Source: an optimization exercise on an open RTL-to-GDS flow (aim: small area, a short achievable clock period and few clock cycles per item). Production flows keep margins and buffers that such runs may drop.
Where RTL was checked, it was by simulation tests only, not by an equivalence proof against the original.
Power figures rest on the tool's default switching activity, not on a simulated workload.

== v6 ==
// axis_gain_wrapper
module axis_gain_wrapper #(
    parameter integer C_S_AXI_DATA_WIDTH = 32,
    parameter integer C_S_AXI_ADDR_WIDTH = 4,
    parameter integer AUDIO_WIDTH        = 16,
    parameter integer GAIN_FBITS         = 12
)(
    input  wire aclk,
    input  wire aresetn,
    input  wire [31:0] s_axis_tdata,
    input  wire        s_axis_tlast,
    input  wire        s_axis_tvalid,
    output wire        s_axis_tready,
    output wire [31:0] m_axis_tdata,
    output wire        m_axis_tlast,
    output wire        m_axis_tvalid,
    input  wire        m_axis_tready,
    input  wire [C_S_AXI_ADDR_WIDTH-1:0] s_axi_awaddr,
    input  wire                          s_axi_awvalid,
    output wire                          s_axi_awready,
    input  wire [C_S_AXI_DATA_WIDTH-1:0] s_axi_wdata,
    input  wire [3:0]                    s_axi_wstrb,
    input  wire                          s_axi_wvalid,
    output wire                          s_axi_wready,
    output wire [1:0]                    s_axi_bresp,
    output reg                           s_axi_bvalid,
    input  wire                          s_axi_bready,
    input  wire [C_S_AXI_ADDR_WIDTH-1:0] s_axi_araddr,
    input  wire                          s_axi_arvalid,
    output wire                          s_axi_arready,
    output reg  [C_S_AXI_DATA_WIDTH-1:0] s_axi_rdata,
    output wire [1:0]                    s_axi_rresp,
    output reg                           s_axi_rvalid,
    input  wire                          s_axi_rready
);
For scale: roughly 2300 cells after synthesis, ~300 flip-flops, about 160 I/O pins, about 23000 sq um of cells after synthesis.
Settings: LEC_CHECK=0, ABC_AREA=1, CAP_MARGIN=20, CORE_MARGIN=2, CORE_UTILIZATION=40, CTS_BUF_LIST=sky130_fd_sc_hd__clkbuf_4 sky130_fd_sc_hd__clkbuf_8, SETUP_SLACK_MARGIN=4.3, SLEW_MARGIN=20; clock period 8.0 ns.
run.sh (not shown) runs the stock make flow with config.mk's settings and CLKGATE_MAP_FILE= SYNTH_SCRIPT=/design/flow/synth_recipe.tcl, a recipe that flattens the netlist after the stock synthesis.
> inputs changed (v6 -> v7)
==> flow/flow/run.sh (new file) <==
#!/bin/bash
set -euo pipefail
export BUFFER_PORTS_ARGS="-buffer_cell sky130_fd_sc_hd__buf_1"
bash standard.sh > standard_flow.log 2>&1
==> flow/standard.sh (new file) <==
#!/bin/bash
# synth_recipe.tcl (not shown) runs the flow's synth.tcl, then flattens the netlist and writes it again
# the make line also repeats each setting of config.mk as NAME=value (left out here)
make -C /OpenROAD-flow-scripts/flow DESIGN_CONFIG=/design/flow/config.mk WORK_HOME=/design/flow/orfs CLKGATE_MAP_FILE= SYNTH_SCRIPT=/design/flow/synth_recipe.tcl "${@:-finish}"
removed: flow/run.sh
Notes after the runs:
v7 and v6 all finish clean. Re layout cell share with drive strength beyond 1: v7 is 0.70 points up on v6. | post-route met1 wirelength | higher: v7 |. Between v6 and v7, the total routing resource utilization after global routing figures differ only marginally. On via count, v7 and v6 are neck and neck. Detailed route wirelength on metal3, v7 and v6, lower one = v6. Maximum frequency from static timing analysis delta (v7 -> v6): insignificant. Total length of routed wires: v6 vs v7, no meaningful difference.
Function was not checked in any run of this note: the RTL went through the layout flow alone.

---

Another version of the RTL of axis_gain_wrapper (not shown whole).
Settings: LEC_CHECK=0, ABC_AREA=1, CAP_MARGIN=20, CORE_MARGIN=2, CORE_UTILIZATION=40, CTS_BUF_LIST=sky130_fd_sc_hd__clkbuf_8, CTS_CLUSTER_DIAMETER=60, CTS_CLUSTER_SIZE=14, SETUP_SLACK_MARGIN=4.35, SLEW_MARGIN=20; clock period 8.0 ns.
standard.sh (not shown) runs the stock make flow with config.mk's settings and CLKGATE_MAP_FILE= SYNTH_SCRIPT=/design/flow/synth_recipe.tcl, a recipe that flattens the netlist after the stock synthesis.
==> flow/flow/run.sh <==
#!/bin/bash
# Standard layout with these changes:
#  - the port buffers use the smallest buffer cell;
#  - m_axis_tready and s_axis_tready sit next to each other (flow/io.tcl);
#  - after the standard synthesis, flow/flip_fa.py removes inverters around
#    full adders and xor gates (a full adder is self-dual, so some adders
#    take the complements of their inputs instead; an xor2 absorbs an
#    inverted input or output by becoming an xnor2); registers are not
#    touched. The gate that drives s_axis_tready (and s_axi_arready) is
#    copied for the loads inside, so the port does not share their fanout.
# Each step's output goes to its own log file in this folder.
set -euo pipefail
export BUFFER_PORTS_ARGS="-buffer_cell sky130_fd_sc_hd__buf_1"
export IO_CONSTRAINTS="$PWD/flow/io.tcl"
RES=orfs/results/sky130hd/axis_gain_wrapper/base
bash standard.sh synth > synth_flow.log 2>&1
cp "$RES/1_2_yosys.v" synth_netlist_standard.v
python3 flow/flip_fa.py synth_netlist_standard.v "$RES/1_2_yosys.v" > flip_fa.log 2>&1
touch "$RES/1_2_yosys.v"
bash standard.sh > layout_flow.log 2>&1
Other scripts of this flow, unchanged in this note and not shown: flow/flow/flip_fa.py, flow/flow/io.tcl
Testbench counts at the start, summed over its fixed seeds: cycles 16,480, samples 16,384.
Then changed:
- CTS_BUF_LIST: sky130_fd_sc_hd__clkbuf_8 -> sky130_fd_sc_hd__clkbuf_4 sky130_fd_sc_hd__clkbuf_8
- CTS_CLUSTER_DIAMETER: 60 -> not set
- CTS_CLUSTER_SIZE: 14 -> not set
- SETUP_SLACK_MARGIN: 4.35 -> 4.5
=>
- sequential share of layout area drops by 2.9 points
- global-route usage climbs by 0.39 points
- clock power increases by about 45%
- setup slack gains 37 ps
- first-iteration DRC count goes up by 16%
- die area does not change
- total power went up by about 8%
- sequential cell count is unchanged
- design area climbs by about 8%
Then changed:
- SETUP_SLACK_MARGIN: 4.5 -> 4.35
After rerunning: Combinational power decreases by about 4%. Worst setup slack is worse by 36 ps. Critical path depth is unchanged. Clock-buffer cell count is unchanged. Final cell count is lower by about 5%. Non-clock buffer count went down by 149. Fmax drops by about 1%. Power goes down by about 2%. Global-route usage fell by 0.14 points. Final area is lower by about 6%.

==> afterwards: timing with drivers on the ports <==
The results above use ideal ports. As a check the final layouts listed here were re-extracted and re-timed, cells and wires unchanged.
Step 1 (the two cells are an assumption about what drives the block):
set clk [get_ports {aclk}]
set_driving_cell -lib_cell sky130_fd_sc_hd__clkbuf_16 $clk
set_driving_cell -lib_cell sky130_fd_sc_hd__buf_2 [delete_from_list [all_inputs] $clk]
Step 2, shift: input delay + t, output delay - t, t = (earliest + latest rising clock arrival at the registers) / 2. This alone moves slack from input paths to output paths.
Three values: no drivers, after step 1, after step 2; two values: the first two.
run | t (ns) | slack for setup (ns) | worst slew at a driven data input, ns
v6 | 0.702 | 4.210 / 4.179 / 4.179 | 0.08
v7 | 0.709 | 4.209 / 4.176 / 3.876 | 0.09
the first run of note 2 | 0.689 | 4.419 / 4.384 / 4.384 | 0.08
the second run of note 2 | 0.681 | 4.457 / 4.419 / 4.419 | 0.08
the third run of note 2 | 0.676 | 4.420 / 4.386 / 4.386 | 0.08
After both steps every run listed still meets setup and hold. For v7, which loses most, drivers alone change the setup slack by -0.033 ns; drivers and shift together by -0.333 ns.
